Source: an optimization exercise on an open RTL-to-GDS flow (aim: small area, a short achievable clock period and few clock cycles per item). Production flows keep margins and buffers that such runs may drop.
At most, simulation tests tie the RTL to the original design; equivalence was not proved.
Only the layout flow was run in runs 4 to 7; the RTL was not checked for function there.

<file path="flow/design.v">
module ysyx_23060136_EXU_DIV(
        input                 clk           ,
        input                 rst           ,
        input         [63:0]  dividend      ,
        input         [63:0]  divisor       ,
        input                 div_valid     ,
        input                 divw          ,
        input                 div_signed    ,
        output                div_ready     ,
        output                div_out_valid ,
        output        [63:0]  quotient      ,
        output        [63:0]  remainder
 );
    localparam [2:0] S_IDLE  = 3'd0,
                     S_PREP  = 3'd1,
                     S_ITER  = 3'd2,
                     S_CORR  = 3'd3,
                     S_REST  = 3'd4,
                     S_DONE  = 3'd5;
    wire        sa_in = div_signed & (divw ? dividend[31] : dividend[63]);
    wire        sb_in = div_signed & (divw ? divisor[31]  : divisor[63]);
    wire        qn_in = sa_in ^ sb_in;
    wire [64:0] a_ext = divw ? {{33{sa_in}}, dividend[31:0]} : {sa_in, dividend};
    wire [65:0] b_ext = divw ? {{34{sb_in}}, divisor[31:0]}  : {{2{sb_in}}, divisor};
    wire [6:0]  lza, lzb;
    ysyx_23060136_EXU_DIV_lzc u_lza (.x(a_ext[63:0] ^ {64{sa_in}}), .z(lza));
    ysyx_23060136_EXU_DIV_lzc u_lzb (.x(b_ext[63:0] ^ {64{sb_in}}), .z(lzb));
    wire [5:0]  lzbc  = lzb[5:0] | {6{lzb[6]}};
    wire        dz_in = lzb[6] & ~sb_in;                     
    wire [63:0] q_ones = divw ? (qn_in ? 64'hffffffff00000001 : 64'h00000000ffffffff)
                              : (qn_in ? 64'h0000000000000001 : 64'hffffffffffffffff);
    logic [2:0]  state;
    logic [65:0] R;          
    logic [65:0] D;          
    logic [63:0] Q;
    logic [6:0]  lza_r;
    logic [6:0]  lzb_r;      
    logic        dz;         
    logic        sa, qneg;
    logic        sub;        
    wire [65:0] y    = D ^ {66{sub}};
    wire        cin  = sub;
    wire [65:0] sum;
    ysyx_23060136_EXU_DIV_add u_add (.a(R), .b(y), .cin(cin), .s(sum));
    wire [65:0] cpre = {R[64:0] | y[64:0], cin};
    wire        zero = &(~(R ^ y ^ cpre));
    wire        acc  = sa ? (sum[65] | zero) : ~sum[65];
    wire        sub_n = acc ^ qneg;
    wire [5:0]  dd   = lzb_r[5:0] - lza_r[5:0];
    wire        early = dz | (lzb_r < lza_r);
    wire [65:0] d_sh = D << dd;
    wire        last = (lzb_r[5:0] == 6'd0);
    always_ff @(posedge clk) begin
        if (rst) begin
            state <= S_IDLE;
        end
        else begin
            case (state)
            S_IDLE:  if (div_valid) state <= S_PREP;
            S_PREP:  state <= early ? S_IDLE : (acc ? S_ITER : (qneg ? S_REST : S_DONE));
            S_ITER:  if (last) state <= acc ? S_DONE : S_CORR;
            S_CORR:  state <= S_DONE;
            S_REST:  state <= S_DONE;
            default: state <= S_IDLE;
            endcase
        end
    end
    wire [65:0] a_ld = {a_ext[64], a_ext};
    always_ff @(posedge clk) begin
        case (state)
        S_PREP:         R <= qneg ? sum : a_ld;
        S_ITER, S_CORR: R <= sum;
        default:        R <= a_ld;
        endcase
    end
    always_ff @(posedge clk) begin
        case (state)
        S_PREP:  D <= d_sh;
        S_ITER:  D <= last ? b_ext : {D[65], D[65:1]};
        default: D <= b_ext;
        endcase
    end
    always_ff @(posedge clk) begin
        case (state)
        S_IDLE: begin
            Q     <= dz_in ? q_ones : 64'b0;
            lza_r <= lza;
            dz    <= dz_in;
            lzb_r <= {1'b0, lzbc} + {6'b0, sa_in};
            sa    <= sa_in;
            qneg  <= qn_in;
            sub   <= ~qn_in;
        end
        S_PREP: begin
            lzb_r <= {1'b0, dd};
            Q   <= {64{qneg}};
        end
        S_ITER: begin
            sub <= sub_n;
            Q   <= {Q[62:0], sub_n};
            lzb_r <= lzb_r - 7'd1;
        end
        S_REST: begin
            Q <= 64'b0;
        end
        default: ;
        endcase
    end
    assign div_ready     = (state == S_IDLE);
    assign div_out_valid = (state == S_DONE) | ((state == S_PREP) & early);
    assign quotient      = Q;
    assign remainder     = R[63:0];
endmodule
module ysyx_23060136_EXU_DIV_add(
        input         [65:0]  a,
        input         [65:0]  b,
        input                 cin,
        output        [65:0]  s
 );
    localparam N = 67;
    wire [N-1:0] g [0:7];
    wire [N-1:0] p [0:7];
    assign g[0] = {a & b, cin};
    assign p[0] = {a ^ b, 1'b0};
    genvar l, i;
    generate
        for (l = 0; l < 7; l = l + 1) begin : lv
            for (i = 0; i < N; i = i + 1) begin : bt
                if ((i >> l) & 1) begin : m
                    localparam integer J = ((i >> l) << l) - 1;
                    assign g[l+1][i] = g[l][i] | (p[l][i] & g[l][J]);
                    assign p[l+1][i] = p[l][i] & p[l][J];
                end
                else begin : t
                    assign g[l+1][i] = g[l][i];
                    assign p[l+1][i] = p[l][i];
                end
            end
        end
    endgenerate
    assign s = p[0][66:1] ^ g[7][65:0];
endmodule
module ysyx_23060136_EXU_DIV_lzc(
        input         [63:0]  x,
        output        [6:0]   z
 );
    wire [31:0]     v1;
    wire [31:0]     c1;
    wire [15:0]     v2;
    wire [15:0][1:0] c2;
    wire [7:0]      v3;
    wire [7:0][2:0] c3;
    wire [3:0]      v4;
    wire [3:0][3:0] c4;
    wire [1:0]      v5;
    wire [1:0][4:0] c5;
    genvar i;
    generate
        for (i = 0; i < 32; i = i + 1) begin : g1
            assign v1[i] = x[2*i+1] | x[2*i];
            assign c1[i] = ~x[2*i+1];
        end
        for (i = 0; i < 16; i = i + 1) begin : g2
            assign v2[i] = v1[2*i+1] | v1[2*i];
            assign c2[i] = v1[2*i+1] ? {1'b0, c1[2*i+1]} : {1'b1, c1[2*i]};
        end
        for (i = 0; i < 8; i = i + 1) begin : g3
            assign v3[i] = v2[2*i+1] | v2[2*i];
            assign c3[i] = v2[2*i+1] ? {1'b0, c2[2*i+1]} : {1'b1, c2[2*i]};
        end
        for (i = 0; i < 4; i = i + 1) begin : g4
            assign v4[i] = v3[2*i+1] | v3[2*i];
            assign c4[i] = v3[2*i+1] ? {1'b0, c3[2*i+1]} : {1'b1, c3[2*i]};
        end
        for (i = 0; i < 2; i = i + 1) begin : g5
            assign v5[i] = v4[2*i+1] | v4[2*i];
            assign c5[i] = v4[2*i+1] ? {1'b0, c4[2*i+1]} : {1'b1, c4[2*i]};
        end
    endgenerate
    assign z = (v5[1] | v5[0]) ? (v5[1] ? {2'b00, c5[1]} : {2'b01, c5[0]}) : 7'd64;
endmodule
</file>
<file path="flow/flow/run.sh">
#!/bin/bash
# Standard layout, with plain buffers (sky130_fd_sc_hd__buf_1) on the ports
# instead of the delay buffers buffer_ports picks by default.
set -euo pipefail
export BUFFER_PORTS_ARGS="-buffer_cell sky130_fd_sc_hd__buf_1"
bash standard.sh > standard_flow.log 2>&1
</file>
<file path="flow/standard.sh">
#!/bin/bash
# synth_recipe.tcl (not shown) runs the flow's synth.tcl, then flattens the netlist and writes it again
# the make line also repeats each setting of config.mk as NAME=value (left out here)
make -C /OpenROAD-flow-scripts/flow DESIGN_CONFIG=/design/flow/config.mk WORK_HOME=/design/flow/orfs CLKGATE_MAP_FILE= SYNTH_SCRIPT=/design/flow/synth_recipe.tcl "${@:-finish}"
</file>
<file path="flow/config.mk">
export PLATFORM = sky130hd
export DESIGN_NAME = ysyx_23060136_EXU_DIV
export DESIGN_NICKNAME = ysyx_23060136_EXU_DIV
export VERILOG_FILES = /design/flow/design.v
export SDC_FILE = /design/flow/constraint.sdc
export NUM_CORES = 4
export LEC_CHECK = 0
export CAP_MARGIN = 20
export CORE_MARGIN = 2
export CORE_UTILIZATION = 40
export GPL_ROUTABILITY_DRIVEN = 0
export SETUP_SLACK_MARGIN = 2.0
export SLEW_MARGIN = 20
</file>
<file path="flow/constraint.sdc">
create_clock -name core_clock -period 6.5 [get_ports {clk}]
set_input_delay 1.3000 -clock core_clock [delete_from_list [all_inputs] [get_ports {clk}]]
set_output_delay 1.3000 -clock core_clock [all_outputs]
set_load 0.01 [all_outputs]
</file>
==> out/metrics.csv, run 1 <==
metric,value,unit
ys_ff_latch,217,
hp-class,reg -> reg,
fin_crit,4.41,ns
postSynthCellCount,2603,
num_rows,84,
crit_end,Q[0],
clkLatencyLatePin,0.58,ns
critPathKind,reg -> reg,
finalClockSkew,0.0310,ns
cp-end-kind,register,
io_buffer_count,262,
synth_area,21100,sq um
grt_pass1_vias,19500,
wl_per_cell,23.0,um
ant_nets,0,
yosys_warnings,2,
drc,0,
coreArea,52400,sq um
r2r_setup_slack,2.09,ns
fmax,227,MHz
post-route-period-util,67.8,%
synthToLayoutAreaGrowth,11.1,%
die_area,54700,sq um
syn-mean-instance-area,8.12,sq um
worstPathRequired,6.78,ns
arrival,4.69,ns
r2r-end,Q[0],
grt_overflow,0,
setup_viol,0,
clockRootBuffer,clkbuf_16,
ys_seq_area_share,24.5,%
tightest_slew,1.04,ns
critPathLaunch,sub,
clkSlewWorstSetupHoldPaths,0.06,ns
dp_hpwl,60600,um
dr.pass1.iters,7,
status,timing/DRC/antenna clean,
synth.distinct_cells,94,
io_pins,263,
start_util,40.3,%
crit_fanout,17,
r2r-start,sub,
grt_pass1_wl,117000,um
cts.sinks,217,
drive_above_1_share,8.15,%
cap_violations,0,
antenna_found_initial,1,
syn_nets,2885,
htreeDepth,1,
hold_buffers,0,
synth_ff_type,dfxtp_1,
reg2regPathDepth,17,
cts_tree,done,
worstSetupStartpointType,register,
grt_max_degree,70,
cts_buffers,26,
grt_usage,27.7,%
slew_viol_final,0,
async_flop_share,0,%
synth-edff-count,83,
drt_iter0_markers,2590,
die_h,234,um
viasPerCell,6.12,
hold_violations,0,
wl,79100,um
layout_common_cells,"buf_1, nand2_1, o21ai_0",
final_util,44.7,%
dr_total_vias,21000,
final_net_count,3011,
n_fill_cell,5234,
final_common_cell,buf_1,
die_w,234,um
fin_tns_setup,0,ns
slew_headroom,30.5,%
grt_setup_unrepaired,yes,
ctsLongestPathBuffers,3,
-- sequential cells by signal, indices dropped and copies added, names as in the netlist, 3 cells and up --
name	flops
D	66
R	66
Q	64
lza_r	7
lzb_r	7
state	3
-- metrics by stage --
step           setup WS [ns]  cells  cell area [sq um]  hold slack, ns
2_1_floorplan           2.08   2603              21100           0.500
5_1_grt                 1.97   3437              23500           0.558
3_5_place_dp            1.27   3372              22200           0.534
3_3_place_gp            1.33   3372              22200           0.526
6_report                2.09   3438              23500           0.544
4_1_cts                 2.03   3426              23200           0.548
-- cell families (layout without fill, tap and decap cells) --
family	count (synthesis)	in the layout	share of synthesized area (%)
DFF	217	217	24.5
xor gates and xnor gates	192	192	7.96
AOI/OAI and AO/OA	796	798	24.5
and+or+nand+nor	672	672	15.1
other	0	1	0
adders and majority gates	149	149	9.07
muxes	140	140	9.52
buffers and inverters	437	581	9.30
-- routing by layer --
metal,part of all wire [%],vias to the layer above,GRT usage [%]
met5,0,-,0
met4,3.1,0,7.83
met3,9.5,140,3.45
met2,45,1187,44.0
met1,43,10100,39.3
li1,-,9635,-
-- layout make-up --
| class | count | area [sq um] | area share (%) |
|---|---|---|---|
| antenna | 1 | 2.50 | 0.0107 |
| clock buffer | 29 | 662 | 2.82 |
| clock inverter | 19 | 181 | 0.773 |
| inverter | 221 | 830 | 3.53 |
| multi-input combinational | 1951 | 14300 | 60.8 |
| sequential | 217 | 5170 | 22.1 |
| tap | 688 | 861 | 3.67 |
| timing repair buffer | 312 | 1480 | 6.32 |
-- synthesized netlist by cell type (all sizes together), types with 15 or more instances --
| cell type | count | share of area (%) |
|---|---|---|
| buf | 103 | 3.4 |
| a211oi | 34 | 1.3 |
| ha | 142 | 8.4 |
| o21ai | 252 | 6.1 |
| o22ai | 18 | 0.53 |
| inv | 219 | 3.9 |
| a22oi | 52 | 1.8 |
| a21o | 86 | 3.1 |
| nand2 | 257 | 4.6 |
| clkbuf | 113 | 2.0 |
| dfxtp | 134 | 13 |
| a21oi | 159 | 3.8 |
| mux4 | 48 | 5.1 |
| a222oi | 26 | 1.2 |
| a31oi | 26 | 0.77 |
| nand3 | 69 | 1.6 |
| xor2 | 110 | 4.6 |
| edfxtp | 83 | 12 |
| nand4 | 28 | 0.83 |
| xnor2 | 82 | 3.4 |
| nand2b | 17 | 0.50 |
| nor2 | 124 | 2.2 |
| and3 | 15 | 0.47 |
| mux2i | 84 | 4.0 |
| nor4 | 21 | 0.72 |
| or3 | 23 | 0.68 |
| nor3 | 57 | 1.4 |
-- how the worst min path moves through the flow --
stage / from / endpoint / cells after the start
2_1_floorplan: D[64] / D[63] / 1
3_3_place_gp: Q[4] / Q[5] / 1
3_5_place_dp: Q[43] / Q[44] / 1
4_1_cts: Q[35] / Q[36] / 1
5_1_grt: Q[45] / Q[46] / 1
6_report: Q[35] / Q[36] / 1
-- worst max-delay path, cell delays in order (launching register included) --
cell	delay, ns
edfxtp_1	0.36
buf_4	0.18
buf_4	0.14
clkbuf_16	0.19
xor2_1	0.26
inv_1	0.07
ha_1	0.37
nand4_1	0.19
or3_1	0.45
a2111oi_4	0.33
buf_4	0.20
o21ai_2	0.06
and2_4	0.18
a211oi_4	0.28
mux2i_4	0.37
ha_1	0.28
nand2_1	0.09
nand3_1	0.09
-- timing repair --
action | CTS | global route
buffers inserted | 3 | 10
gates resized for setup | 12 | 23
pin swaps | 4 | 5
endpoints found under the setup margin | 73 | 81
cloned | 3 | 1
Testbench counts, summed over its fixed seeds: cycles 10,303, items 960.
==> inputs of run 2 (changes only) <==
--- a/flow/config.mk
+++ b/flow/config.mk
@@ -9,5 +9,5 @@
 export CORE_MARGIN = 2
 export CORE_UTILIZATION = 40
 export GPL_ROUTABILITY_DRIVEN = 0
-export SETUP_SLACK_MARGIN = 2.0
+export SETUP_SLACK_MARGIN = 1.9
 export SLEW_MARGIN = 20
==> run 2 against run 1 <==
Against the previous run:
- final cell count fell by 0.23%
- register-to-register slack lost 0.03 ns
- die area did not move
- routed wire length fell by 0.87%
- synthesized area stayed put
- global-route usage down 0.41 points
- hold slack better by 0.0013 ns
- worst setup slack worse by 0.11 ns
==> out/metrics.csv, run 2 <==
metric,value,unit,change
grt_pass1_wl,115000,um,was 117000 um
worstSetupStartpointType,input pin,,was register
fin_crit,4.52,ns,was 4.41 ns
synth_area,21100,sq um,unchanged
grt_pass1_vias,19400,,was 19500
synthToLayoutAreaGrowth,10.2,%,was 11.1%
io_pins,263,,unchanged
clockRootBuffer,clkbuf_16,,unchanged
hp-class,reg -> reg,,unchanged
start_util,40.3,%,unchanged
setup_viol,0,,unchanged
crit_end,Q[10],,was Q[0]
yosysTopAreaCell,dfxtp_1,,unchanged
grtUsageMet1,38.5,%,was 39.3%
r2r-start,sub,,unchanged
coreArea,52400,sq um,unchanged
critPathLaunch,divw,,was sub
fmax,221,MHz,was 227 MHz
cap_violations,0,,unchanged
grt_max_degree,70,,unchanged
hold_violations,0,,unchanged
tightest_slew,1.01,ns,was 1.04 ns
postSynthCellCount,2603,,unchanged
die_w,234,um,unchanged
reg2regPathDepth,14,,was 17
synth_commonest_cells,"nand2_1, o21ai_0, inv_1",,unchanged
worstPathRequired,6.92,ns,was 6.78 ns
r2r_setup_slack,2.06,ns,was 2.09 ns
synth_ff_type,dfxtp_1,,unchanged
clkSlewWorstSetupHoldPaths,0.06,ns,about the same
status,timing/DRC/antenna clean,,unchanged
cp-end-kind,register,,unchanged
ys_seq_area_share,24.5,%,unchanged
drc,0,,unchanged
wl,78400,um,was 79100 um
grt_setup_unrepaired,yes,,unchanged
io_buffer_count,262,,unchanged
drt_iter0_markers,2939,,was 2590
synthTopCellsByArea,"dfxtp_1, edfxtp_1, ha_1",,unchanged
finalClockSkew,0.0317,ns,was 0.0310 ns
cts_tree,done,,unchanged
dr_total_vias,21000,,about the same
use_met2,43.0,%,was 44.0%
layout_common_cells,"buf_1, nand2_1, o21ai_0",,unchanged
slew_viol_final,0,,unchanged
synth.distinct_cells,94,,unchanged
antenna_found_initial,2,,was 1
ys_ff_latch,217,,unchanged
htreeDepth,1,,unchanged
clkLatencyLatePin,0.58,ns,about the same
yosysMostFrequentCell,nand2_1,,unchanged
syn-mean-instance-area,8.12,sq um,unchanged
die_area,54700,sq um,unchanged
async_flop_share,0,%,unchanged
ctsLongestPathBuffers,3,,unchanged
synth-edff-count,83,,unchanged
cts.sinks,217,,unchanged
reg_top3,"D x66, R x66, Q x64",,unchanged
slew_headroom,32.4,%,was 30.5%
n_fill_cell,5247,,was 5234
final_net_count,3003,,was 3011
grt_usage,27.3,%,was 27.7%
post-route-period-util,69.5,%,was 67.8%
wl_per_cell,22.9,um,was 23.0 um
crit_fanout,31,,was 17
yosys_warnings,2,,unchanged
dpl-instance-area,22200,sq um,unchanged
cts_buffers,26,,unchanged
fin_tns_setup,0,ns,unchanged
arrival,4.94,ns,was 4.69 ns
r2r-end,sub,,was Q[0]
yosysTopAreaCellShare,12.7,%,unchanged
viasPerCell,6.12,,about the same
stdcell_area,23300,sq um,was 23500 sq um
final_common_cell,buf_1,,unchanged
syn_nets,2885,,unchanged
die_h,234,um,unchanged
ant_nets,0,,unchanged
grt_util_met3,3.79,%,was 3.45%
dr.pass1.iters,8,,was 7
dp_hpwl,60600,um,unchanged
num_rows,84,,unchanged
critPathKind,in -> reg,,was reg -> reg
grt_overflow,0,,unchanged
grt.busiest_layer,met2,,unchanged
drive_above_1_share,7.62,%,was 8.15%
run 2: cell counts after synthesis:
No cell type changed its count.
run 2: repair_timing:
item,4_1_cts,5_1_grt
resized for setup,3,19
hold buffers,0,0
endpoints found under the setup margin,63,84
cloned,0,2
pin swaps,2,1
buffers inserted,2,5
run 2: metal layers:
metal	vias up	part of all wire [%]
li1	9619	-
met1	9986	43
met2	1257	44
met3	130	9.7
met4	0	3.2
met5	-	0
run 2: per-stage QoR:
step           hold WS (ns)  setup WS (ns)  std cells  util [%]
4_1_cts               0.548           1.89       3422      44.0
6_report              0.545           1.98       3430      44.4
3_5_place_dp          0.534           1.27       3372      42.4
2_1_floorplan         0.500           2.08       2603         -
5_1_grt               0.559           1.80       3430      44.4
3_3_place_gp          0.526           1.33       3372      42.4
run 2: how the worst min path moves through the flow:
stage                       end  startpoint  cells after the start  slack (ns)
final                     Q[36]       Q[35]                      1        0.55
after global routing      Q[46]       Q[45]                      1        0.56
after CTS                 Q[36]       Q[35]                      1        0.55
after detailed placement  Q[44]       Q[43]                      1        0.53
after global placement     Q[5]        Q[4]                      1        0.53
after floorplan           D[63]       D[64]                      1        0.50
run 2: final cells by class:
cell class / count / area, sq um / area share, %
well taps: 688 / 861 / 3.70
flip-flops and latches: 217 / 5170 / 22.2
multi-input cells: 1949 / 14200 / 61.0
inverters: 221 / 830 / 3.56
repair buffers: 306 / 1370 / 5.87
clock buffers: 29 / 662 / 2.84
clock inverters: 19 / 181 / 0.779
diodes: 1 / 2.50 / 0.0107
run 2: worst max-delay path, cell delays in order:
cell      delay [ns]
clkbuf_2        0.33
mux2_2          0.48
nand2_2         0.44
mux2_2          0.43
nor4b_4         0.45
nand2_1         0.20
nor2_2          0.23
o211ai_2        0.20
o21ai_4         0.68
a21o_1          0.16
run 2: cells by family (layout without fill, tap and decap cells):
group                    after synthesis  in the layout  synth area share, %
AND/OR/NAND/NOR                      672            672                 15.1
flip-flops                           217            217                 24.5
adder cells (fa/ha/maj)              149            149                 9.07
XOR/XNOR                             192            192                 7.96
buffers and inverters                437            575                 9.30
multiplexers                         140            140                 9.52
AO/OA/AOI/OAI                        796            796                 24.5
other                                  0              1                    0
==> inputs of run 3 (changes only) <==
--- a/flow/design.v
+++ b/flow/design.v
@@ -33,8 +33,9 @@
     logic [65:0] R;          
     logic [65:0] D;          
     logic [63:0] Q;
+    logic [5:0]  cnt;
     logic [6:0]  lza_r;
-    logic [6:0]  lzb_r;      
+    logic [5:0]  lzb_r;
     logic        dz;         
     logic        sa, qneg;
     logic        sub;        
@@ -46,10 +47,10 @@
     wire        zero = &(~(R ^ y ^ cpre));
     wire        acc  = sa ? (sum[65] | zero) : ~sum[65];
     wire        sub_n = acc ^ qneg;
-    wire [5:0]  dd   = lzb_r[5:0] - lza_r[5:0];
-    wire        early = dz | (lzb_r < lza_r);
+    wire [5:0]  dd   = lzb_r - lza_r[5:0] + {5'b0, sa};
+    wire        early = dz | (({1'b0, lzb_r} + {6'b0, sa}) < lza_r);
     wire [65:0] d_sh = D << dd;
-    wire        last = (lzb_r[5:0] == 6'd0);
+    wire        last = (cnt == 6'd0);
     always_ff @(posedge clk) begin
         if (rst) begin
             state <= S_IDLE;
@@ -86,19 +87,19 @@
             Q     <= dz_in ? q_ones : 64'b0;
             lza_r <= lza;
             dz    <= dz_in;
-            lzb_r <= {1'b0, lzbc} + {6'b0, sa_in};
+            lzb_r <= lzbc;
             sa    <= sa_in;
             qneg  <= qn_in;
             sub   <= ~qn_in;
         end
         S_PREP: begin
-            lzb_r <= {1'b0, dd};
+            cnt <= dd;
             Q   <= {64{qneg}};
         end
         S_ITER: begin
             sub <= sub_n;
             Q   <= {Q[62:0], sub_n};
-            lzb_r <= lzb_r - 7'd1;
+            cnt <= cnt - 6'd1;
         end
         S_REST: begin
             Q <= 64'b0;
--- a/flow/config.mk
+++ b/flow/config.mk
@@ -8,6 +8,5 @@
 export CAP_MARGIN = 20
 export CORE_MARGIN = 2
 export CORE_UTILIZATION = 40
-export GPL_ROUTABILITY_DRIVEN = 0
-export SETUP_SLACK_MARGIN = 1.9
+export SETUP_SLACK_MARGIN = 2.0
 export SLEW_MARGIN = 20
==> run 3 against run 2 <==
Against the previous run:
- synthesized area rose by 0.67%
- die area rose by 0.66%
- routed wire length rose by 9.2%
==> out/metrics.csv, run 3 <==
metric,value,unit,change
layout_common_cells,"nand2_1, buf_1, a21oi_1",,"was buf_1, nand2_1, o21ai_0"
diodes,0,,was 1
status,timing/DRC/antenna clean,,unchanged
viasPerCell,5.99,,was 6.12
ys_ff_latch,222,,was 217
antenna_found_initial,0,,was 2
syn-mean-instance-area,7.76,sq um,was 8.12 sq um
clockRootBuffer,clkbuf_16,,unchanged
grt_usage,29.0,%,was 27.3%
cp-end-kind,register,,unchanged
dpl-instance-area,22300,sq um,was 22200 sq um
setup_viol,0,,unchanged
synth-edff-count,88,,was 83
async_flop_share,0,%,unchanged
arrival,4.94,ns,about the same
post-route-period-util,69.0,%,was 69.5%
slew_headroom,25.8,%,was 32.4%
stdcell_area,24200,sq um,was 23300 sq um
grt_pass1_vias,19800,,was 19400
fmax,223,MHz,was 221 MHz
cts_buffers,28,,was 26
finalClockSkew,0.0293,ns,was 0.0317 ns
synth_area,21300,sq um,was 21100 sq um
synthTopCellsByArea,"dfxtp_1, edfxtp_1, ha_1",,unchanged
syn_nets,3033,,was 2885
ctsLongestPathBuffers,3,,unchanged
slew_viol_final,0,,unchanged
final_common_cell,nand2_1,,was buf_1
n_fill_cell,5338,,was 5247
num_rows,84,,unchanged
final_net_count,3147,,was 3003
yosys_warnings,2,,unchanged
dr.pass1.iters,6,,was 8
fin_tns_setup,0,ns,unchanged
start_util,40.5,%,was 40.3%
die_area,55000,sq um,was 54700 sq um
coreArea,52600,sq um,was 52400 sq um
wl_per_cell,24.0,um,was 22.9 um
hold_violations,0,,unchanged
die_h,235,um,was 234 um
clkLatencyLatePin,0.60,ns,was 0.58 ns
drt_iter0_markers,2070,,was 2939
cap_violations,0,,unchanged
reg_top3,"D x66, R x66, Q x64",,unchanged
dp_hpwl,66500,um,was 60600 um
dpl.cell_count,3494,,was 3372
synthToLayoutAreaGrowth,13.9,%,was 10.2%
dr_total_vias,21400,,was 21000
grt_setup_unrepaired,yes,,unchanged
die_w,235,um,was 234 um
yosysMostFrequentCell,nand2_1,,unchanged
synth_ff_type,dfxtp_1,,unchanged
postSynthCellCount,2742,,was 2603
critPathKind,reg -> reg,,was in -> reg
synth.distinct_cells,88,,was 94
ant_nets,0,,unchanged
worstSetupStartpointType,register,,was input pin
yosysTopAreaCellShare,12.6,%,was 12.7%
crit_fanout,38,,was 31
ys_seq_area_share,25.0,%,was 24.5%
fin_crit,4.48,ns,was 4.52 ns
hp-class,reg -> reg,,unchanged
yosysTopAreaCell,dfxtp_1,,unchanged
grt_max_degree,69,,was 70
finalNonFillerCells,3566,,was 3430
drive_above_1_share,9.10,%,was 7.62%
io_pins,263,,unchanged
grt_overflow,0,,unchanged
multi_input_area,14900,sq um,was 14200 sq um
cts.sinks,222,,was 217
grt_pass1_wl,125000,um,was 115000 um
tightest_slew,1.11,ns,was 1.01 ns
io_buffer_count,262,,unchanged
wl,85600,um,was 78400 um
htreeDepth,1,,unchanged
drc,0,,unchanged
clkSlewWorstSetupHoldPaths,0.06,ns,about the same
gp_congestion,0.986,,
worstPathRequired,6.96,ns,was 6.92 ns
cts_tree,done,,unchanged
seqCellArea,5330,sq um,was 5170 sq um
synth_commonest_cells,"nand2_1, a21oi_1, o21ai_0",,"was nand2_1, o21ai_0, inv_1"
==> run 3: cell types whose count changed after synthesis, sizes merged, moves of 16 or more <==
cell,before,now
a211oi,34,72
mux2i,84,67
a21oi,159,234
xor2,110,130
a222oi,26,0
nand2,257,295
o21ai,252,218
nor2,124,182
mux4,48,16
a221o,6,26
nor3,57,74
inv,219,195
a22oi,52,36
nor2b,12,30
==> run 3: worst max-delay path, cell delays in order, from the launching register on <==
cell	delay, ns
edfxtp_1	0.43
ha_1	0.30
inv_1	0.05
ha_4	0.17
fa_2	0.46
xor2_4	0.90
buf_4	0.44
o21ai_0	0.22
o21ai_0	0.40
nor2_1	0.08
nor3_1	0.38
a21oi_1	0.16
a221o_1	0.33
==> run 3: path summary, 6_finish.rpt <==
kind | from | end | slack [ns] | depth (start not counted)
setup reg to reg | lza_r[0] | D[54] | 2.02 | 12
hold reg to reg | Q[7] | Q[8] | 0.55 | 1
hold / removal | Q[7] | Q[8] | 0.55 | 1
setup / recovery | lza_r[0] | D[54] | 2.02 | 12
==> run 3: through the flow <==
step / utilization, % / setup slack, ns / hold WS (ns)
6_report: 46.1 / 2.02 / 0.550
4_1_cts: 44.6 / 2.00 / 0.553
2_1_floorplan: - / 2.09 / 0.488
5_1_grt: 46.1 / 1.93 / 0.576
3_5_place_dp: 42.5 / 1.32 / 0.538
3_3_place_gp: 42.5 / 1.45 / 0.530
==> run 3: cell type report <==
type                            count  share of cell area, %
Sequential cell                   222                   22.0
Tap cell                          688                   3.55
Clock buffer                       35                   3.30
Timing Repair Buffer              312                   6.12
Clock inverter                     17                  0.671
Inverter                          195                   3.02
Multi-Input combinational cell   2097                   61.4
==> run 3: layer usage <==
layer  track usage, %  vias up  part of all wire, %
li1                 -     9910                    -
met1             39.6    10400                   43
met2             46.5      956                   45
met3             5.73      150                  8.7
met4             8.17        0                  3.4
met5                0        -                    0
==> run 3: logic make-up (layout without fill, tap and decap cells) <==
logic type | count (synthesis) | count (layout) | synth area share [%]
AO/OA/AOI/OAI | 827 | 827 | 24.6
AND/OR/NAND/NOR | 815 | 815 | 18.0
buffers and inverters | 424 | 559 | 8.92
flip-flops | 222 | 222 | 25.0
XOR/XNOR | 197 | 198 | 8.11
adder cells (fa/ha/maj) | 158 | 158 | 9.54
multiplexers | 99 | 99 | 5.73
==> run 3: timing repair <==
item | CTS | global route
resized for setup | 18 | 98
hold endpoints to repair | 0 | 0
endpoints found under the setup margin | 75 | 82
buffers inserted | 5 | 9
gates cloned | 1 | 5
pin swaps | 4 | 23
hold buffers | 0 | 0
Testbench counts of run 3, summed over its fixed seeds: cycles 10,303, items 960.
==> inputs of run 4 (changes only) <==
--- a/flow/design.v
+++ b/flow/design.v
@@ -33,13 +33,12 @@
     logic [65:0] R;          
     logic [65:0] D;          
     logic [63:0] Q;
-    logic [5:0]  cnt;
     logic [6:0]  lza_r;
-    logic [5:0]  lzb_r;
+    logic [6:0]  lzb_r;      
     logic        dz;         
     logic        sa, qneg;
     logic        sub;        
-    wire [65:0] y    = D ^ {66{sub}};
+    wire [65:0] y    = D;
     wire        cin  = sub;
     wire [65:0] sum;
     ysyx_23060136_EXU_DIV_add u_add (.a(R), .b(y), .cin(cin), .s(sum));
@@ -47,10 +46,11 @@
     wire        zero = &(~(R ^ y ^ cpre));
     wire        acc  = sa ? (sum[65] | zero) : ~sum[65];
     wire        sub_n = acc ^ qneg;
-    wire [5:0]  dd   = lzb_r - lza_r[5:0] + {5'b0, sa};
-    wire        early = dz | (({1'b0, lzb_r} + {6'b0, sa}) < lza_r);
-    wire [65:0] d_sh = D << dd;
-    wire        last = (cnt == 6'd0);
+    wire [5:0]  dd   = lzb_r[5:0] - lza_r[5:0];
+    wire        early = dz | (lzb_r < lza_r);
+    wire [65:0] d_sh = (D << dd) | ({66{sub}} & ~({66{1'b1}} << dd));
+    wire [65:0] d_nx = (last ? (b_ext ^ {66{sub}}) : {D[65], D[65:1]}) ^ {66{sub ^ sub_n}};
+    wire        last = (lzb_r[5:0] == 6'd0);
     always_ff @(posedge clk) begin
         if (rst) begin
             state <= S_IDLE;
@@ -77,8 +77,8 @@
     always_ff @(posedge clk) begin
         case (state)
         S_PREP:  D <= d_sh;
-        S_ITER:  D <= last ? b_ext : {D[65], D[65:1]};
-        default: D <= b_ext;
+        S_ITER:  D <= d_nx;
+        default: D <= b_ext ^ {66{~qn_in}};
         endcase
     end
     always_ff @(posedge clk) begin
@@ -87,19 +87,19 @@
             Q     <= dz_in ? q_ones : 64'b0;
             lza_r <= lza;
             dz    <= dz_in;
-            lzb_r <= lzbc;
+            lzb_r <= {1'b0, lzbc} + {6'b0, sa_in};
             sa    <= sa_in;
             qneg  <= qn_in;
             sub   <= ~qn_in;
         end
         S_PREP: begin
-            cnt <= dd;
+            lzb_r <= {1'b0, dd};
             Q   <= {64{qneg}};
         end
         S_ITER: begin
             sub <= sub_n;
             Q   <= {Q[62:0], sub_n};
-            cnt <= cnt - 6'd1;
+            lzb_r <= lzb_r - 7'd1;
         end
         S_REST: begin
             Q <= 64'b0;
--- a/flow/config.mk
+++ b/flow/config.mk
@@ -8,5 +8,6 @@
 export CAP_MARGIN = 20
 export CORE_MARGIN = 2
 export CORE_UTILIZATION = 40
+export GPL_ROUTABILITY_DRIVEN = 0
 export SETUP_SLACK_MARGIN = 2.0
 export SLEW_MARGIN = 20
==> run 4 against run 3 <==
Against the previous run:
- still clean on timing, DRC and antenna
- sequential share of layout area down 2.2 points
- routed wire length up 12%
- die area up 12%
- global-route usage up 0.27 points
- non-clock buffer count up 1
- critical endpoint is now D[49]
==> out/metrics.csv, run 4 <==
metric,value,unit,change
clockRootBuffer,clkbuf_16,,unchanged
coreArea,59000,sq um,was 52600 sq um
yosysTopAreaCellShare,11.3,%,was 12.6%
io_buffer_count,262,,unchanged
cap_violations,0,,unchanged
drt_iter0_markers,3270,,was 2070
synth_area,23900,sq um,was 21300 sq um
drc,0,,unchanged
die_h,248,um,was 235 um
critPathKind,reg -> reg,,unchanged
place_ws,1.21,ns,was 1.32 ns
fmax,226,MHz,was 223 MHz
ctsLongestPathBuffers,3,,unchanged
slew_viol_final,0,,unchanged
cp-end-kind,register,,unchanged
synthTopCellsByArea,"dfxtp_1, edfxtp_1, xnor2_1",,"was dfxtp_1, edfxtp_1, ha_1"
cts_buffers,28,,unchanged
clkSlewWorstSetupHoldPaths,0.07,ns,was 0.06 ns
syn-mean-instance-area,7.77,sq um,was 7.76 sq um
crit_fanout,32,,was 38
io_pins,263,,unchanged
clkLatencyLatePin,0.61,ns,was 0.60 ns
die_area,61700,sq um,was 55000 sq um
num_rows,89,,was 84
grt_pass1_wl,141000,um,was 125000 um
grt_overflow,0,,unchanged
cts_tree,done,,unchanged
reg_top3,"D x66, R x66, Q x64",,unchanged
dpl.cell_count,3872,,was 3494
ys_seq_area_share,21.6,%,was 25.0%
synth_top_family_by_area,compound AO/OA/AOI/OAI gates,,unchanged
yosys_warnings,2,,unchanged
hold_violations,0,,unchanged
tightest_slew,0.935,ns,was 1.11 ns
viasPerCell,6.17,,was 5.99
dr.pass1.iters,6,,unchanged
synth-edff-count,82,,was 88
syn_nets,3362,,was 3033
n_fill_cell,5991,,was 5338
dr_total_vias,24300,,was 21400
postSynthCellCount,3079,,was 2742
yosysTopAreaCell,dfxtp_1,,unchanged
finalNonFillerCells,3936,,was 3566
worstPathRequired,6.91,ns,was 6.96 ns
synth_compound_area_share,26.4,%,was 24.6%
setup_viol,0,,unchanged
yosysMostFrequentCell,nand2_1,,unchanged
cts.sinks,217,,was 222
final_common_cell,nand2_1,,unchanged
wl,95500,um,was 85600 um
status,timing/DRC/antenna clean,,unchanged
wl_per_cell,24.3,um,was 24.0 um
final_net_count,3423,,was 3147
htreeDepth,1,,unchanged
ant_nets,0,,unchanged
antenna_found_initial,3,,was 0
slew_headroom,37.5,%,was 25.8%
ys_ff_latch,217,,was 222
synth_mux_area_share,7.74,%,was 5.73%
grt_usage,29.3,%,was 29.0%
hp-class,reg -> reg,,unchanged
grt_max_degree,81,,was 69
synth_xor_area_share,11.3,%,was 8.11%
post-route-period-util,68.0,%,was 69.0%
start_util,40.5,%,about the same
fin_crit,4.42,ns,was 4.48 ns
die_w,248,um,was 235 um
synth.distinct_cells,97,,was 88
layout_common_cells,"nand2_1, o21ai_0, buf_1",,"was nand2_1, buf_1, a21oi_1"
fin_tns_setup,0,ns,unchanged
synthSimpleGateAreaFrac,15.9,%,was 18.0%
worstSetupStartpointType,register,,unchanged
grt_setup_unrepaired,no,,was yes
arrival,4.83,ns,was 4.94 ns
drive_above_1_share,8.63,%,was 9.10%
grt_pass1_vias,22000,,was 19800
synthAdderAreaFrac,8.10,%,was 9.54%
finalClockSkew,0.0410,ns,was 0.0293 ns
synth_commonest_cells,"nand2_1, o21ai_0, a21oi_1",,"was nand2_1, a21oi_1, o21ai_0"
fin_ws,2.08,ns,was 2.02 ns
hold_buffers,0,,unchanged
synthToLayoutAreaGrowth,9.99,%,was 13.9%
async_flop_share,0,%,unchanged
dp_hpwl,71900,um,was 66500 um
synth_ff_type,dfxtp_1,,unchanged
-- run 4: changes by cell type after synthesis, moves of 16 or more --
| cell | delta |
|---|---|
| a211oi_1 | -42 |
| o211ai_1 | +26 |
| mux4_2 | +34 |
| xor2_1 | -25 |
| nor2_1 | +18 |
| o21ai_0 | +72 |
| and3_1 | -16 |
| xnor2_1 | +136 |
| nand2_1 | +52 |
| o221ai_1 | +34 |
| clkbuf_1 | +37 |
-- run 4: worst paths after layout --
| path | from | cells after the start | slack (ns) | end |
|---|---|---|---|---|
| worst min-delay path | Q[27] | 1 | 0.54 | Q[28] |
| worst min register to register | Q[27] | 1 | 0.54 | Q[28] |
| worst max-delay path | D[20] | 14 | 2.08 | D[49] |
| worst max register to register | D[20] | 14 | 2.08 | D[49] |
-- run 4: area by class of cell --
class	instances	area (sq um)	area share, %
repair buffers	313	1470	5.59
inverters	193	728	2.77
diodes	1	2.50	0.00952
flip-flops and latches	217	5190	19.7
clock buffers	28	701	2.66
well taps	773	967	3.68
repair inverters	1	5.00	0.0190
multi-input cells	2386	16900	64.3
clock inverters	24	319	1.21
-- run 4: stage by stage --
step	utilization, %	instance area, sq um	hold WS [ns]
final	44.6	26300	0.545
after global routing	44.6	26300	0.569
after CTS	44.2	26100	0.546
after detailed placement	42.3	24900	0.532
after global placement	42.3	24900	0.526
after floorplan	-	23900	0.580
-- run 4: repair_timing --
action / in CTS / in global routing
resized for setup: 24 / 40
pin swaps: 3 / 5
hold endpoints to repair: 0 / 0
buffers inserted: 1 / 5
gates cloned: 3 / 2
setup endpoints to repair: 121 / 101
-- run 4: cell families (layout without fill, tap and decap cells) --
logic type	count (synthesis)	in the layout
AO/OA/AOI/OAI	970	972
other	0	1
adder cells (fa/ha/maj)	150	150
AND/OR/NAND/NOR	836	836
multiplexers	120	120
flip-flops	217	217
buffers and inverters	478	559
XOR/XNOR	308	308
-- run 4: critical path, stage by stage, from the launching register on --
cell and delay [ns]:
dfxtp_2 0.44, inv_1 0.08, ha_1 0.42, and3_1 0.24, a211o_1 0.29, a221oi_2 0.31
nand2_1 0.21, o21a_2 0.28, a21bo_2 0.24, mux2i_1 0.12, a211o_2 0.46, ha_4 0.39
bufbuf_16 0.42, xnor2_1 0.15, o221ai_1 0.13
-- run 4: layer usage --
layer / vias up / track usage (%) / wire (um) / part of all wire [%]
met2: 1236 / 46.0 / 43100 / 45
met5: - / 0 / 18 / 0.019
met1: 11700 / 39.2 / 38800 / 41
met4: 4 / 13.3 / 4750 / 5.0
li1: 11100 / - / - / -
met3: 222 / 5.21 / 8870 / 9.3
==> inputs of run 5 (changes only) <==
--- a/flow/design.v
+++ b/flow/design.v
@@ -38,18 +38,19 @@
     logic        dz;         
     logic        sa, qneg;
     logic        sub;        
-    wire [65:0] y    = D;
+    logic        kx;         
+    wire [65:0] y    = D ^ {66{sub}};
     wire        cin  = sub;
     wire [65:0] sum;
     ysyx_23060136_EXU_DIV_add u_add (.a(R), .b(y), .cin(cin), .s(sum));
     wire [65:0] cpre = {R[64:0] | y[64:0], cin};
     wire        zero = &(~(R ^ y ^ cpre));
-    wire        acc  = sa ? (sum[65] | zero) : ~sum[65];
-    wire        sub_n = acc ^ qneg;
+    wire        sub_n = (sum[65] | (zero & sa)) ^ kx;
+    wire        acc   = sub_n ^ qneg;
+    wire        fin   = sub ^ qneg;
     wire [5:0]  dd   = lzb_r[5:0] - lza_r[5:0];
     wire        early = dz | (lzb_r < lza_r);
-    wire [65:0] d_sh = (D << dd) | ({66{sub}} & ~({66{1'b1}} << dd));
-    wire [65:0] d_nx = (last ? (b_ext ^ {66{sub}}) : {D[65], D[65:1]}) ^ {66{sub ^ sub_n}};
+    wire [65:0] d_sh = D << dd;
     wire        last = (lzb_r[5:0] == 6'd0);
     always_ff @(posedge clk) begin
         if (rst) begin
@@ -59,8 +60,8 @@
             case (state)
             S_IDLE:  if (div_valid) state <= S_PREP;
             S_PREP:  state <= early ? S_IDLE : (acc ? S_ITER : (qneg ? S_REST : S_DONE));
-            S_ITER:  if (last) state <= acc ? S_DONE : S_CORR;
-            S_CORR:  state <= S_DONE;
+            S_ITER:  if (last) state <= S_CORR;
+            S_CORR:  state <= fin ? S_IDLE : S_DONE;
             S_REST:  state <= S_DONE;
             default: state <= S_IDLE;
             endcase
@@ -77,8 +78,8 @@
     always_ff @(posedge clk) begin
         case (state)
         S_PREP:  D <= d_sh;
-        S_ITER:  D <= d_nx;
-        default: D <= b_ext ^ {66{~qn_in}};
+        S_ITER:  D <= last ? b_ext : {D[65], D[65:1]};
+        default: D <= b_ext;
         endcase
     end
     always_ff @(posedge clk) begin
@@ -91,6 +92,7 @@
             sa    <= sa_in;
             qneg  <= qn_in;
             sub   <= ~qn_in;
+            kx    <= ~sa_in ^ qn_in;
         end
         S_PREP: begin
             lzb_r <= {1'b0, dd};
@@ -108,7 +110,8 @@
         endcase
     end
     assign div_ready     = (state == S_IDLE);
-    assign div_out_valid = (state == S_DONE) | ((state == S_PREP) & early);
+    assign div_out_valid = (state == S_DONE) | ((state == S_PREP) & early) |
+                           ((state == S_CORR) & fin);
     assign quotient      = Q;
     assign remainder     = R[63:0];
 endmodule
--- a/flow/config.mk
+++ b/flow/config.mk
@@ -8,6 +8,5 @@
 export CAP_MARGIN = 20
 export CORE_MARGIN = 2
 export CORE_UTILIZATION = 40
-export GPL_ROUTABILITY_DRIVEN = 0
 export SETUP_SLACK_MARGIN = 2.0
 export SLEW_MARGIN = 20
==> run 5 against run 4 <==
Against the previous run:
- hold slack worse by 0.0034 ns
- die area fell by 9.7%
- flip-flop and latch count grew 1
- via count shrank 12%
- final area shrank 9.2%
- fmax up 0.59%
==> out/metrics.csv, run 5 <==
metric,value,unit,change
status,timing/DRC/antenna clean,,unchanged
viasPerCell,6.19,,was 6.17
synth_xor_area_share,7.07,%,was 11.3%
worstPathRequired,7.01,ns,was 6.91 ns
dr_total_vias,21400,,was 24300
slowest_stage,edfxtp_1,,was a211o_2
hp-class,reg -> reg,,unchanged
num_rows,85,,was 89
drt_iter0_markers,2364,,was 3270
die_area,55800,sq um,was 61700 sq um
grt_overflow,0,,unchanged
cts_buffers,27,,was 28
fin_crit,4.39,ns,was 4.42 ns
reg_top3,"D x66, R x66, Q x64",,unchanged
yosys_warnings,2,,unchanged
ant_nets,0,,unchanged
clockRootBuffer,clkbuf_16,,unchanged
yosysTopAreaCell,dfxtp_1,,unchanged
place_ws,1.19,ns,was 1.21 ns
critPathMaxStageDelay,0.54,ns,was 0.46 ns
arrival,4.90,ns,was 4.83 ns
synth_area,21600,sq um,was 23900 sq um
cp-end-kind,register,,unchanged
synthAdderAreaFrac,8.89,%,was 8.10%
async_flop_share,0,%,unchanged
diodes,0,,was 1
synthTopCellsByArea,"dfxtp_1, edfxtp_1, ha_1",,"was dfxtp_1, edfxtp_1, xnor2_1"
dpl.cell_count,3392,,was 3872
antenna_found_initial,0,,was 3
worstSetupStartpointType,register,,unchanged
die_w,236,um,was 248 um
grt_max_degree,82,,was 81
final_util,44.6,%,about the same
synth_commonest_cells,"nand2_1, inv_1, o21ai_0",,"was nand2_1, o21ai_0, a21oi_1"
ctsLongestPathBuffers,3,,unchanged
final_net_count,3024,,was 3423
htreeDepth,1,,unchanged
cap_violations,0,,unchanged
postSynthCellCount,2628,,was 3079
synth-edff-count,84,,was 82
clkSlewWorstSetupHoldPaths,0.07,ns,about the same
synth_ff_type,dfxtp_1,,unchanged
setup_viol,0,,unchanged
die_h,236,um,was 248 um
io_buffer_count,262,,unchanged
tightest_slew,1.12,ns,was 0.935 ns
fin_tns_setup,0,ns,unchanged
grt_setup_unrepaired,yes,,was no
coreArea,53500,sq um,was 59000 sq um
wl_per_cell,24.4,um,was 24.3 um
yosysMostFrequentCell,nand2_1,,unchanged
grt_usage,28.8,%,was 29.3%
crit_fanout,17,,was 32
cts_tree,done,,unchanged
finalClockSkew,0.0177,ns,was 0.0410 ns
synth_top_family_by_area,compound AO/OA/AOI/OAI gates,,unchanged
fin_ws,2.11,ns,was 2.08 ns
yosysTopAreaCellShare,12.4,%,was 11.3%
gp_congestion,0.997,,
cts.sinks,218,,was 217
clkLatencyLatePin,0.59,ns,was 0.61 ns
hold_buffers,0,,unchanged
hold_violations,0,,unchanged
post-route-period-util,67.6,%,was 68.0%
synthToLayoutAreaGrowth,10.8,%,was 9.99%
drive_above_1_share,8.40,%,was 8.63%
ys_ff_latch,218,,was 217
final_common_cell,buf_1,,was nand2_1
dr.pass1.iters,9,,was 6
grt_pass1_vias,19900,,was 22000
critPathKind,reg -> reg,,unchanged
fmax,228,MHz,was 226 MHz
drc,0,,unchanged
synth_compound_area_share,25.5,%,was 26.4%
synth_mux_area_share,9.88,%,was 7.74%
slew_viol_final,0,,unchanged
io_pins,263,,unchanged
slew_headroom,25.0,%,was 37.5%
start_util,40.3,%,was 40.5%
finalNonFillerCells,3459,,was 3936
wl,84400,um,was 95500 um
grt_pass1_wl,124000,um,was 141000 um
syn_nets,2910,,was 3362
syn-mean-instance-area,8.20,sq um,was 7.77 sq um
synthSimpleGateAreaFrac,15.1,%,was 15.9%
synth.distinct_cells,97,,unchanged
dp_hpwl,64600,um,was 71900 um
ys_seq_area_share,24.1,%,was 21.6%
crit_chain,buf_4 -> clkbuf_16 -> xor2_1 -> inv_1 -> ha_1 -> nand4_1 -> nor2_1 -> nand3_1 -> o211ai_1 -> a31oi_1 -> nand2_1 -> o211ai_1 -> buf_4 -> nand2b_1 -> xnor2_1 -> ha_1 -> nand2b_1 -> a21oi_1,,was inv_1 -> ha_1 -> and3_1 -> a211o_1 -> a221oi_2 -> nand2_1 -> o21a_2 -> a21bo_2 -> mux2i_1 -> a211o_2 -> ha_4 -> bufbuf_16 -> xnor2_1 -> o221ai_1
layout_common_cells,"buf_1, nand2_1, inv_1",,"was nand2_1, o21ai_0, buf_1"
-- run 5: cell types whose count changed in the layout (fill, tap and decap cells not counted), sizes merged, moves of 20 or more --
| cell | previous run | this run |
|---|---|---|
| xnor2 | 203 | 46 |
| nand2 | 346 | 244 |
| a21oi | 224 | 144 |
| o21ai | 292 | 225 |
| nor2 | 200 | 140 |
| o221ai | 42 | 9 |
| a22oi | 24 | 56 |
| a211oi | 33 | 61 |
| inv | 195 | 222 |
| o211ai | 44 | 17 |
| xor2 | 105 | 128 |
| mux2i | 63 | 83 |
-- run 5: worst max-delay path: cells and delay by family (launching register included) --
kind,cells,cell delay (ns)
compound gates,4,0.85
xor+xnor,2,0.58
fa+ha+maj,2,0.72
buf+inv,4,0.71
flops,1,0.54
simple gates,6,0.93
-- run 5: repair_timing --
item,in CTS,in global routing
endpoints found under the setup margin,10,27
setup buffers,2,10
endpoints found under the hold margin,0,0
gates cloned,1,4
gates resized for setup,3,32
pin swaps,2,3
-- run 5: layer usage --
metal | track usage, % | wire [um] | up-vias
li1 | - | - | 9782
met1 | 39.3 | 35600 | 10400
met2 | 46.1 | 38300 | 1090
met3 | 3.44 | 6530 | 198
met4 | 11.7 | 3970 | 0
met5 | 0 | 0 | -
-- run 5: final timing paths --
check | slack, ns | to | from | cells past startpoint
setup / recovery | 2.11 | state[2] | sub | 18
hold / removal | 0.54 | Q[21] | Q[20] | 1
setup reg to reg | 2.11 | state[2] | sub | 18
hold reg to reg | 0.54 | Q[21] | Q[20] | 1
-- run 5: cell type report --
cell class	count	area (sq um)
Fill cell	5383	29600
Timing Repair inverter	2	10.0
Inverter	220	833
Sequential cell	218	5200
Tap cell	696	871
Timing Repair Buffer	309	1440
Clock inverter	14	176
Multi-Input combinational cell	1964	14600
Clock buffer	36	778
-- run 5: logic make-up after synthesis --
group | after synthesis
and+or+nand+nor | 678
adders and majority gates | 149
muxes | 148
xor gates and xnor gates | 174
DFF | 218
buffers and inverters | 446
AOI/OAI and AO/OA | 815
-- run 5: metrics by stage --
stage	hold slack [ns]	area [sq um]
2_1_floorplan	0.508	21600
3_3_place_gp	0.522	22600
3_5_place_dp	0.531	22600
4_1_cts	0.547	23600
5_1_grt	0.554	23900
6_report	0.541	23900
==> inputs of run 6 (changes only) <==
--- a/flow/config.mk
+++ b/flow/config.mk
@@ -8,5 +8,6 @@
 export CAP_MARGIN = 20
 export CORE_MARGIN = 2
 export CORE_UTILIZATION = 40
+export GPL_ROUTABILITY_DRIVEN = 0
 export SETUP_SLACK_MARGIN = 2.0
 export SLEW_MARGIN = 20
==> run 6 against run 5 <==
Against the previous run:
- non-clock buffer count is 11 lower
- final cell count fell by 0.38%
- die area unchanged
- hold slack gained 0.0026 ns
- critical path depth decreased by 7
- global-route usage fell by 1.4 points
- synthesized cell count did not move
- worst setup slack got worse by 0.050 ns
- critical endpoint is now lza_r[0]
- largest cell class unchanged
==> out/metrics.csv, run 6 <==
metric,value,unit,change
yosysMostFrequentCell,nand2_1,,unchanged
diodes,0,,unchanged
start_util,40.3,%,unchanged
ctsLongestPathBuffers,3,,unchanged
synth.distinct_cells,97,,unchanged
cap_violations,0,,unchanged
wl_per_cell,23.3,um,was 24.4 um
slew_headroom,39.0,%,was 25.0%
critPathKind,in -> reg,,was reg -> reg
crit_chain,buf_1 -> mux2_2 -> nand2_1 -> clkinvlp_4 -> buf_12 -> o311ai_0 -> a21boi_0 -> o221ai_1 -> nand3_1 -> a21boi_0 -> a2bb2oi_1,,was buf_4 -> clkbuf_16 -> xor2_1 -> inv_1 -> ha_1 -> nand4_1 -> nor2_1 -> nand3_1 -> o211ai_1 -> a31oi_1 -> nand2_1 -> o211ai_1 -> buf_4 -> nand2b_1 -> xnor2_1 -> ha_1 -> nand2b_1 -> a21oi_1
r2r_setup_slack,2.19,ns,was 2.11 ns
synth_commonest_cells,"nand2_1, inv_1, o21ai_0",,unchanged
synthTopCellsByArea,"dfxtp_1, edfxtp_1, ha_1",,unchanged
layout_common_cells,"buf_1, nand2_1, inv_1",,unchanged
synth_xor_area_share,7.07,%,unchanged
grt_setup_unrepaired,yes,,unchanged
dr.pass1.iters,9,,unchanged
die_area,55800,sq um,unchanged
fin_ws,2.06,ns,was 2.11 ns
final_net_count,3012,,was 3024
hold_buffers,0,,unchanged
finalClockSkew,0.0151,ns,was 0.0177 ns
ant_nets,0,,unchanged
post-route-period-util,68.3,%,was 67.6%
tightest_slew,0.915,ns,was 1.12 ns
clkSlewWorstSetupHoldPaths,0.06,ns,was 0.07 ns
die_w,236,um,unchanged
critPathMostFrequentCell,a21boi_0,,
synth_area,21600,sq um,unchanged
critPathMaxStageDelay,0.54,ns,about the same
crit_fanout,12,,was 17
whs,0.544,ns,was 0.541 ns
cts_buffers,26,,was 27
reg_top3,"D x66, R x66, Q x64",,unchanged
wl,80400,um,was 84400 um
coreArea,53500,sq um,unchanged
yosysTopAreaCellShare,12.4,%,unchanged
synthToLayoutAreaGrowth,9.79,%,was 10.8%
synth_mux_area_share,9.88,%,unchanged
die_h,236,um,unchanged
htreeDepth,1,,unchanged
clockRootBuffer,clkbuf_16,,unchanged
antenna_found_initial,1,,was 0
syn-mean-instance-area,8.20,sq um,unchanged
synthAdderAreaFrac,8.89,%,unchanged
drc,0,,unchanged
cts_tree,done,,unchanged
fin_tns_setup,0,ns,unchanged
place_ws,0.965,ns,was 1.19 ns
fmax,225,MHz,was 228 MHz
grt_max_degree,82,,unchanged
synth_top_family_by_area,compound AO/OA/AOI/OAI gates,,unchanged
grt_usage,27.3,%,was 28.8%
synth_compound_area_share,25.5,%,unchanged
postSynthCellCount,2628,,unchanged
dr_total_vias,21300,,was 21400
viasPerCell,6.19,,about the same
clkLatencyLatePin,0.57,ns,was 0.59 ns
grt_overflow,0,,unchanged
synth-edff-count,84,,unchanged
finalNonFillerCells,3446,,was 3459
cp-end-kind,register,,unchanged
fin_crit,4.44,ns,was 4.39 ns
synthSimpleGateAreaFrac,15.1,%,unchanged
setup_viol,0,,unchanged
hold_violations,0,,unchanged
yosys_warnings,2,,unchanged
ys_ff_latch,218,,unchanged
worstSetupStartpointType,input pin,,was register
synth_ff_type,dfxtp_1,,unchanged
grt_pass1_wl,119000,um,was 124000 um
slowest_stage,mux2_2,,was edfxtp_1
syn_nets,2910,,unchanged
slew_viol_final,0,,unchanged
hp-class,reg -> reg,,unchanged
grt_pass1_vias,19500,,was 19900
ys_seq_area_share,24.1,%,unchanged
arrival,4.85,ns,was 4.90 ns
num_rows,85,,unchanged
dp_hpwl,61900,um,was 64600 um
drive_above_1_share,7.67,%,was 8.40%
drt_iter0_markers,2485,,was 2364
worstPathRequired,6.91,ns,was 7.01 ns
io_pins,263,,unchanged
yosysTopAreaCell,dfxtp_1,,unchanged
dpl.cell_count,3390,,was 3392
final_common_cell,buf_1,,unchanged
cts.sinks,218,,unchanged
status,timing/DRC/antenna clean,,unchanged
async_flop_share,0,%,unchanged
io_buffer_count,262,,unchanged
run 6: cell counts after synthesis:
Identical to the previous run, type by type.
run 6: layout make-up:
type	count	area (sq um)
Clock inverter	15	156
Fill cell	5388	29800
Sequential cell	218	5200
Inverter	220	833
Multi-Input combinational cell	1964	14500
Tap cell	696	871
Clock buffer	33	687
Timing Repair Buffer	298	1360
Timing Repair inverter	2	10.0
run 6: timing repair:
action | 4_1_cts | 5_1_grt
cloned | 0 | 3
setup buffers | 1 | 4
resized for setup | 5 | 39
pin swaps | 1 | 1
setup endpoints to repair | 80 | 42
run 6: per-stage QoR:
step	cell area [sq um]	util [%]
final	23700	44.2
after global placement	22500	42.2
after floorplan	21600	-
after CTS	23400	43.8
after detailed placement	22500	42.2
after global routing	23700	44.2
run 6: worst paths after layout:
path,from,endpoint,depth (start not counted)
setup / recovery,dividend[31],lza_r[0],11
hold / removal,Q[7],Q[8],1
setup reg to reg,sub,state[2],13
hold reg to reg,Q[7],Q[8],1
run 6: metal layers:
metal	up-vias	global-route usage, %	share of wire [%]
met4	0	12.1	4.9
met2	1246	42.4	44
met3	198	4.53	9.8
met5	-	0	0
met1	10100	37.3	41
li1	9772	-	-
run 6: cells by family (layout without fill, tap and decap cells):
logic type / count (synthesis) / count (layout)
AO/OA/AOI/OAI: 815 / 815
XOR/XNOR: 174 / 174
adder cells (fa/ha/maj): 149 / 149
buffers and inverters: 446 / 568
flip-flops: 218 / 218
multiplexers: 148 / 148
AND/OR/NAND/NOR: 678 / 678
run 6: critical path, delay by kind of cell:
| kind | cells | cell delay [ns] |
|---|---|---|
| AOI/OAI and AO/OA | 5 | 1.64 |
| buffers and inverters | 3 | 0.80 |
| muxes | 1 | 0.54 |
| and+or+nand+nor | 2 | 0.54 |
==> inputs of run 7 (changes only) <==
--- a/flow/config.mk
+++ b/flow/config.mk
@@ -9,5 +9,5 @@
 export CORE_MARGIN = 2
 export CORE_UTILIZATION = 40
 export GPL_ROUTABILITY_DRIVEN = 0
-export SETUP_SLACK_MARGIN = 2.0
+export SETUP_SLACK_MARGIN = 2.4
 export SLEW_MARGIN = 20
==> run 7 against run 6 <==
Against the previous run:
- clock skew down 0.0016 ns
- synthesized cell count stayed put
- via count is 1.7% higher
- first-iteration DRC count grew 9.5%
- register-to-register slack better by 0.16 ns
==> out/metrics.csv, run 7 <==
metric,value,unit,change
status,timing/DRC/antenna clean,,unchanged
synth_compound_area_share,25.5,%,unchanged
ctsLongestPathBuffers,3,,unchanged
fmax,241,MHz,was 225 MHz
synth_ff_type,dfxtp_1,,unchanged
whs,0.544,ns,about the same
syn_nets,2910,,unchanged
fin_tns_setup,0,ns,unchanged
grt_overflow,0,,unchanged
final_net_count,3053,,was 3012
wl_met2,37100,um,was 35400 um
reg_top3,"D x66, R x66, Q x64",,unchanged
cts_buffers,28,,was 26
dpl-instance-area,22600,sq um,was 22500 sq um
grt_pass1_wl,122000,um,was 119000 um
layout_common_cells,"buf_1, nand2_1, inv_1",,unchanged
drt_iter0_markers,2721,,was 2485
die_area,55800,sq um,unchanged
synth_area,21600,sq um,unchanged
stdcell_area,24900,sq um,was 23700 sq um
cap_violations,0,,unchanged
start_util,40.3,%,unchanged
setup_viol,0,,unchanged
crit_fanout,5,,was 12
yosysMostFrequentCell,nand2_1,,unchanged
clockRootBuffer,clkbuf_16,,unchanged
yosysTopAreaCell,dfxtp_1,,unchanged
syn-mean-instance-area,8.20,sq um,unchanged
grt_usage,28.0,%,was 27.3%
drc,0,,unchanged
io_pins,263,,unchanged
ant_nets,0,,unchanged
cts_tree,done,,unchanged
worstPathRequired,7.02,ns,was 6.91 ns
cts.sinks,218,,unchanged
die_h,236,um,unchanged
yosysTopAreaCellShare,12.4,%,unchanged
ys_seq_area_share,24.1,%,unchanged
io_buffer_count,262,,unchanged
dp_hpwl,62900,um,was 61900 um
synth-edff-count,84,,unchanged
grt_max_degree,82,,unchanged
hp-class,reg -> reg,,unchanged
final_common_cell,buf_1,,unchanged
final_util,46.6,%,was 44.2%
tightest_slew,0.895,ns,was 0.915 ns
drive_above_1_share,13.2,%,was 7.67%
synthAdderAreaFrac,8.89,%,unchanged
synth_top_family_by_area,compound AO/OA/AOI/OAI gates,,unchanged
dr_total_vias,21700,,was 21300
fin_crit,4.15,ns,was 4.44 ns
arrival,4.67,ns,was 4.85 ns
slew_headroom,40.3,%,was 39.0%
critPathKind,reg -> reg,,was in -> reg
synth_mux_area_share,9.88,%,unchanged
wl_per_cell,23.7,um,was 23.3 um
dr_wl_met3,7430,um,was 7900 um
viasPerCell,6.22,,was 6.19
synthTopCellsByArea,"dfxtp_1, edfxtp_1, ha_1",,unchanged
postSynthCellCount,2628,,unchanged
wl,82600,um,was 80400 um
dr.pass1.iters,10,,was 9
yosys_warnings,2,,unchanged
antenna_found_initial,0,,was 1
grt_setup_unrepaired,yes,,unchanged
worstSetupStartpointType,register,,was input pin
synthSimpleGateAreaFrac,15.1,%,unchanged
htreeDepth,1,,unchanged
synth.distinct_cells,97,,unchanged
die_w,236,um,unchanged
finalClockSkew,0.0135,ns,was 0.0151 ns
clkSlewWorstSetupHoldPaths,0.07,ns,was 0.06 ns
synthToLayoutAreaGrowth,15.7,%,was 9.79%
met1_length,34100,um,was 33100 um
clkLatencyLatePin,0.58,ns,was 0.57 ns
hold_violations,0,,unchanged
hold_buffers,0,,unchanged
num_rows,85,,unchanged
cp-end-kind,register,,unchanged
synth_commonest_cells,"nand2_1, inv_1, o21ai_0",,unchanged
slew_viol_final,0,,unchanged
synth_xor_area_share,7.07,%,unchanged
coreArea,53500,sq um,unchanged
grt_pass1_vias,19900,,was 19500
post-route-period-util,63.8,%,was 68.3%
diodes,0,,unchanged
highest_layer,met4,,unchanged
async_flop_share,0,%,unchanged
ys_ff_latch,218,,unchanged
==> run 7: cell types whose count changed in the layout (fill, tap and decap cells not counted), sizes merged <==
cell | before | now
buf | 292 | 332
clkbuf | 39 | 36
nand3 | 61 | 62
clkinv | 8 | 13
clkinvlp | 8 | 7
bufinv | 2 | 3
==> run 7: cell families (layout without fill, tap and decap cells) <==
kind of cell | count (synthesis) | count (layout)
AOI/OAI and AO/OA | 815 | 815
and+or+nand+nor | 678 | 679
buffers and inverters | 446 | 610
DFF | 218 | 218
xor gates and xnor gates | 174 | 174
adders and majority gates | 149 | 149
muxes | 148 | 148
==> run 7: layout make-up <==
class / instances / area (sq um)
clock buffers: 32 / 736
inverters: 220 / 837
flip-flops and latches: 218 / 5200
multi-input cells: 1965 / 15300
fillers: 5187 / 28600
clock inverters: 20 / 204
repair buffers: 336 / 1750
repair inverters: 2 / 12.5
well taps: 696 / 871
==> run 7: final timing paths <==
path	start	endpoint	slack, ns	cells past startpoint
setup / recovery	sub	state[2]	2.35	18
hold reg to reg	Q[58]	Q[59]	0.54	1
setup reg to reg	sub	state[2]	2.35	18
hold / removal	Q[58]	Q[59]	0.54	1
==> run 7: critical path, cell delays in order, from the launching register on <==
cell and delay, ns:
edfxtp_1 0.47, buf_12 0.18, clkbuf_16 0.16, buf_4 0.16, xor2_1 0.38, ha_1 0.26, a21oi_1 0.07, o21ai_0 0.29
a221oi_2 0.14, o211ai_1 0.48, a31oi_2 0.17, a21o_1 0.20, o211ai_1 0.08, buf_4 0.20, nand2b_4 0.14, xnor2_2 0.11
ha_1 0.28, nand2b_1 0.17, a21oi_2 0.14
==> run 7: timing repair <==
action / CTS / global route
pin swaps: 4 / 19
setup buffers: 20 / 15
setup endpoints to repair: 178 / 120
gates cloned: 3 / 1
gates resized for setup: 38 / 145
==> run 7: per-stage QoR <==
stage	cells	setup WS (ns)
final	3489	2.35
after global routing	3489	2.18
after CTS	3473	2.38
after detailed placement	3398	1.34
after global placement	3398	1.45
after floorplan	2628	2.36
==> run 7: routing by layer <==
layer | vias to the layer above | global-route usage (%)
li1 | 9817 | -
met1 | 10500 | 38.2
met2 | 1203 | 44.4
met3 | 197 | 3.97
met4 | 0 | 11.5
met5 | - | 0

[what the ideal ports hide]
How much do the figures lean on ideal ports? The routed layouts below were timed once more, with nothing changed but the port constraints. Step 1, drivers: a clkbuf_16 drives clk and a buf_2 each remaining input, both assumed. Step 2 moves the port delays by t, midway between the first and last clock arrival at a register: inputs arrive t later, outputs are due t later. That takes back most of the time a late clock gives input paths. a / b / c = ideal / step 1 / step 2; a / b = the first two.
| run | t, ns | slack for setup (ns) | worst hold slack (ns) | worst register clock-pin slew, ns | cell pins on the clock port's net |
|---|---|---|---|---|---|
| run 1 | 0.629 | 2.093 / 2.093 / 1.501 | 0.544 / 0.544 / 0.544 | 0.07 / 0.07 | 1 |
| run 2 | 0.625 | 1.980 / 1.930 / 1.305 | 0.545 / 0.545 / 0.545 | 0.07 / 0.07 | 1 |
| run 3 | 0.643 | 2.017 / 2.017 / 1.653 | 0.550 / 0.550 / 0.550 | 0.07 / 0.07 | 1 |
| run 4 | 0.653 | 2.082 / 2.082 / 1.472 | 0.545 / 0.545 / 0.545 | 0.07 / 0.07 | 1 |
| run 5 | 0.637 | 2.108 / 2.108 / 1.602 | 0.541 / 0.541 / 0.541 | 0.07 / 0.07 | 1 |
| run 6 | 0.619 | 2.058 / 2.082 / 1.463 | 0.544 / 0.544 / 0.544 | 0.07 / 0.07 | 1 |
| run 7 | 0.634 | 2.350 / 2.350 / 1.844 | 0.544 / 0.544 / 0.544 | 0.07 / 0.07 | 1 |
After both steps every run listed still meets setup and hold. The setup slack of run 2, which loses most, moves by -0.050 ns with the drivers and by -0.675 ns with both steps.
